Background: an optimization exercise with open tools, aiming at small area, a short achievable clock period and few clock cycles per item. Do not read the settings as production practice. In this exercise RTL edits were held to simulation tests only and were not proved equivalent to the original. Power figures rest on the tool's default switching activity, not on a simulated workload.

==> flow/design.v <==
`timescale 1ns / 1ps
module FP16_div(
    input [15:0]data_dividend,
    input [15:0]data_divisor,
    input input_valid,
    input clk,
    input rst,
    output [15:0]data_q,
    output reg output_update,
    output reg idle
    );
    reg found;               
    reg st;                  
    reg qr1, qr2;            
    reg s;                   
    reg rnd;                 
    reg [12:0] X;            
    reg [10:0] D;            
    reg [12:0] D3;           
    reg [6:0] E;             
    reg [9:0] M;             
    wire busy = ~idle;
    wire load = input_valid & idle;
    wire [4:0] ea = data_dividend[14:10];
    wire [4:0] eb = data_divisor[14:10];
    wire ea_nz = |ea;
    wire eb_nz = |eb;
    wire [12:0] X_in = {2'b00, ea_nz, data_dividend[9:0]};
    wire [10:0] D_in = {eb_nz, data_divisor[9:0]};
    wire [12:0] D3_in = {2'b00, D_in} + {1'b0, D_in, 1'b0};
    wire [6:0] E_in = {2'b00, ea} + {2'b00, ~eb} + {6'd0, ~ea_nz} + {6'd0, eb_nz} + 7'b1101111;    
    wire sub = ~X[12];
    wire [11:0] Dm = {1'b0, D} ^ {12{sub}};                    
    wire [11:0] D3m = D3[11:0] ^ {12{sub}};                    
    wire [11:0] T1 = X[11:0] + Dm + {11'd0, sub};              
    wire [11:0] A = {X[10:0], 1'b0} + Dm + {11'd0, sub};       
    wire [11:0] B = {X[10:0], 1'b0} + D3m + {11'd0, sub};      
    wire q1 = ~T1[11];
    wire [11:0] T2 = (q1 == sub) ? B : A;
    wire q2 = ~T2[11];
    wire Dz = ~|D;
    wire dn = ~D[10];
    wire signed [6:0] Es = E;
    wire e_ovf = Es >= 32;
    wire e31 = E == 7'd31;
    wire e_zero = Es <= -11;
    wire e_m10 = Es == -10;
    wire e_m9 = Es == -9;
    wire e_den = (Es >= -8) & (Es <= 0);
    wire e1 = E == 7'd1;
    wire e2 = E == 7'd2;
    wire [3:0] mk = 4'd2 - E[3:0];                    
    wire [10:0] marker = 11'd1 << mk;
    wire [6:0] Ep1 = E + 7'd1;
    wire [6:0] Em1 = E - 7'd1;
    wire [6:0] Em2 = E - 7'd2;
    reg f2;
    reg [6:0] E2;
    reg [10:0] M2;
    always @(*) begin
        f2 = 1'b1;
        E2 = E;
        M2 = {M[8:0], qr1, qr2};
        if (~found) begin
            if (e_den) begin
                E2 = 7'd0;
                M2 = marker | {9'd0, qr1, qr2};
            end else if (e1) begin
                E2 = {6'd0, qr1};
                M2 = {9'd0, 1'b1, qr2};
            end else if (e2) begin
                E2 = qr1 ? 7'd2 : {6'd0, qr2};
                M2 = {9'd0, qr1, qr1 ? qr2 : 1'b1};
            end else if (qr1) begin
                M2 = {9'd0, 1'b1, qr2};
            end else if (qr2) begin
                E2 = Em1;
                M2 = 11'd1;
            end else begin
                E2 = Em2;
                M2 = 11'd0;
                f2 = 1'b0;
            end
        end
    end
    wire ovf = Dz | (~dn & (st ? (~found & e31 & qr1) : e_ovf));
    wire zero = ~dn & ~st & e_zero;
    wire fin_b = ~dn & (st ? M2[10] : e_m10);         
    wire fin_a = ~dn & (st ? (M2[9] & ~M2[10]) : e_m9);          
    wire done = ovf | zero | fin_a | fin_b;
    always @(posedge clk) begin
        if (rst) begin
            idle <= 1'b1;
            output_update <= 1'b0;
        end else if (load) begin
            idle <= 1'b0;
            output_update <= 1'b0;
        end else begin
            idle <= idle | done;
            output_update <= busy & done;
        end
    end
    always @(posedge clk) begin
        if (load) begin
            X <= X_in;
            D <= D_in;
            D3 <= D3_in;
            st <= 1'b0;
        end else if (dn) begin
            D <= {D[9:0], 1'b0};
            D3 <= {D3[11:0], 1'b0};
        end else begin
            X <= {T2, 1'b0};
            st <= 1'b1;
        end
        qr1 <= q1;
        qr2 <= q2;
        rnd <= (fin_b & q1) | (fin_a & q2);
    end
    always @(posedge clk) begin
        if (load) begin
            s <= data_dividend[15] ^ data_divisor[15];
            E <= E_in;
            M <= 10'd0;
            found <= 1'b0;
        end else if (ovf) begin
            E <= 7'd30;
            M <= 10'h3ff;
        end else if (dn) begin
            E <= Ep1;
        end else if (~st) begin
            if (zero | fin_a | fin_b) begin
                E <= 7'd0;
                M <= {9'd0, fin_a & q1};
            end
        end else begin
            E <= E2;
            found <= f2;
            M <= fin_a ? {M2[8:0], q1} : M2[9:0];
        end
    end
    wire [14:0] EM = {E[4:0], M};
    wire sat = EM == 15'h7bff;
    wire [14:0] V = EM + {14'd0, rnd & ~sat};
    wire rzero = ~|{EM, rnd};
    assign data_q = {s & ~rzero, V};
endmodule
==> flow/config.mk <==
export PLATFORM = sky130hd
export DESIGN_NAME = FP16_div
export DESIGN_NICKNAME = FP16_div
export VERILOG_FILES = /design/flow/design.v
export SDC_FILE = /design/flow/constraint.sdc
export NUM_CORES = 4
export LEC_CHECK = 0
export CAP_MARGIN = 0
export CORE_MARGIN = 2
export CORE_UTILIZATION = 40
export SETUP_SLACK_MARGIN = 1.5
export SLEW_MARGIN = 0
==> flow/constraint.sdc <==
create_clock -name core_clock -period 5.0 [get_ports {clk}]
set_input_delay 1.0000 -clock core_clock [delete_from_list [all_inputs] [get_ports {clk}]]
set_output_delay 1.0000 -clock core_clock [all_outputs]
set_load 0.01 [all_outputs]
standard.sh (not shown) runs the stock make flow with config.mk's settings and CLKGATE_MAP_FILE= SYNTH_SCRIPT=/design/flow/synth_recipe.tcl, a recipe that flattens the netlist after the stock synthesis.
==> flow/flow/run.sh <==
#!/bin/bash
# Standard layout, with the port buffers made from buf_2 cells.
set -euo pipefail
export BUFFER_PORTS_ARGS="-buffer_cell sky130_fd_sc_hd__buf_2"
bash standard.sh > standard.log 2>&1
The baseline completed without violations.
Testbench counts at the start, summed over its fixed seeds: cycles 51,570, items 8,000.
Then changed:
--- a/flow/config.mk
+++ b/flow/config.mk
@@ -7,3 +7,3 @@
 export LEC_CHECK = 0
-export CAP_MARGIN = 0
+export CAP_MARGIN = 20
 export CORE_MARGIN = 2
@@ -11,2 +11,2 @@
 export SETUP_SLACK_MARGIN = 1.5
-export SLEW_MARGIN = 0
+export SLEW_MARGIN = 20
Wire length does not change.
Global-route usage does not change.
First-iteration DRC count stays the same.
Power stays the same.
Synthesized cell count stays the same.
Non-clock buffer count does not change.
Flip-flop and latch count does not change.
Worst setup slack does not change.
Utilization stays the same.
Final area does not change.
Area after synthesis does not change.
Then changed:
--- a/flow/config.mk
+++ b/flow/config.mk
@@ -10,3 +10,3 @@
 export CORE_UTILIZATION = 40
-export SETUP_SLACK_MARGIN = 1.5
+export SETUP_SLACK_MARGIN = 2.5
 export SLEW_MARGIN = 20
Power is higher by 23%; cell area rose by 21%; synthesized cell count stays the same; sequential share of layout area decreases by 4.0 points; setup slack gains 0.12 ns; count of clock-buffer cells in the layout does not change; first-iteration DRC count goes down by 4.7%; sequential cell count stays the same.
Then changed:
--- a/flow/config.mk
+++ b/flow/config.mk
@@ -10,3 +10,3 @@
 export CORE_UTILIZATION = 40
-export SETUP_SLACK_MARGIN = 2.5
+export SETUP_SLACK_MARGIN = 1.0
 export SLEW_MARGIN = 20
Maximum frequency goes down by roughly a tenth; non-clock buffer count falls by 60; wire length went down by roughly a tenth; die area is unchanged; first-iteration DRC count went up by a few percent; final area drops by about a fifth; clock-buffer cell count does not change; via count is lower by a little under a tenth; global-route usage shrinks by 1.4 points; worst hold slack gets worse by 0.053 ns.

==> afterwards: timing with drivers on the ports <==
Ports are ideal in the flow. The routed layouts listed here were re-timed in OpenROAD.
Step 1, drivers: a clkbuf_16 drives clk and a buf_2 each remaining input, both assumed.
Step 2 moves the port delays by t, midway between the first and last clock arrival at a register: inputs arrive t later, outputs are due t later. That takes back most of the time a late clock gives input paths.
Three values: no drivers, after step 1, after step 2; two values: the first two.
run	t, ns	setup WS [ns]	pins driven straight from the clock port
the first run	0.371	1.513 / 1.474 / 1.552	1
the second run	0.371	1.513 / 1.474 / 1.552	1
the third run	0.367	1.637 / 1.599 / 1.827	1
the fourth run	0.369	1.161 / 1.122 / 1.491	1
After both steps every run listed still meets setup and hold.
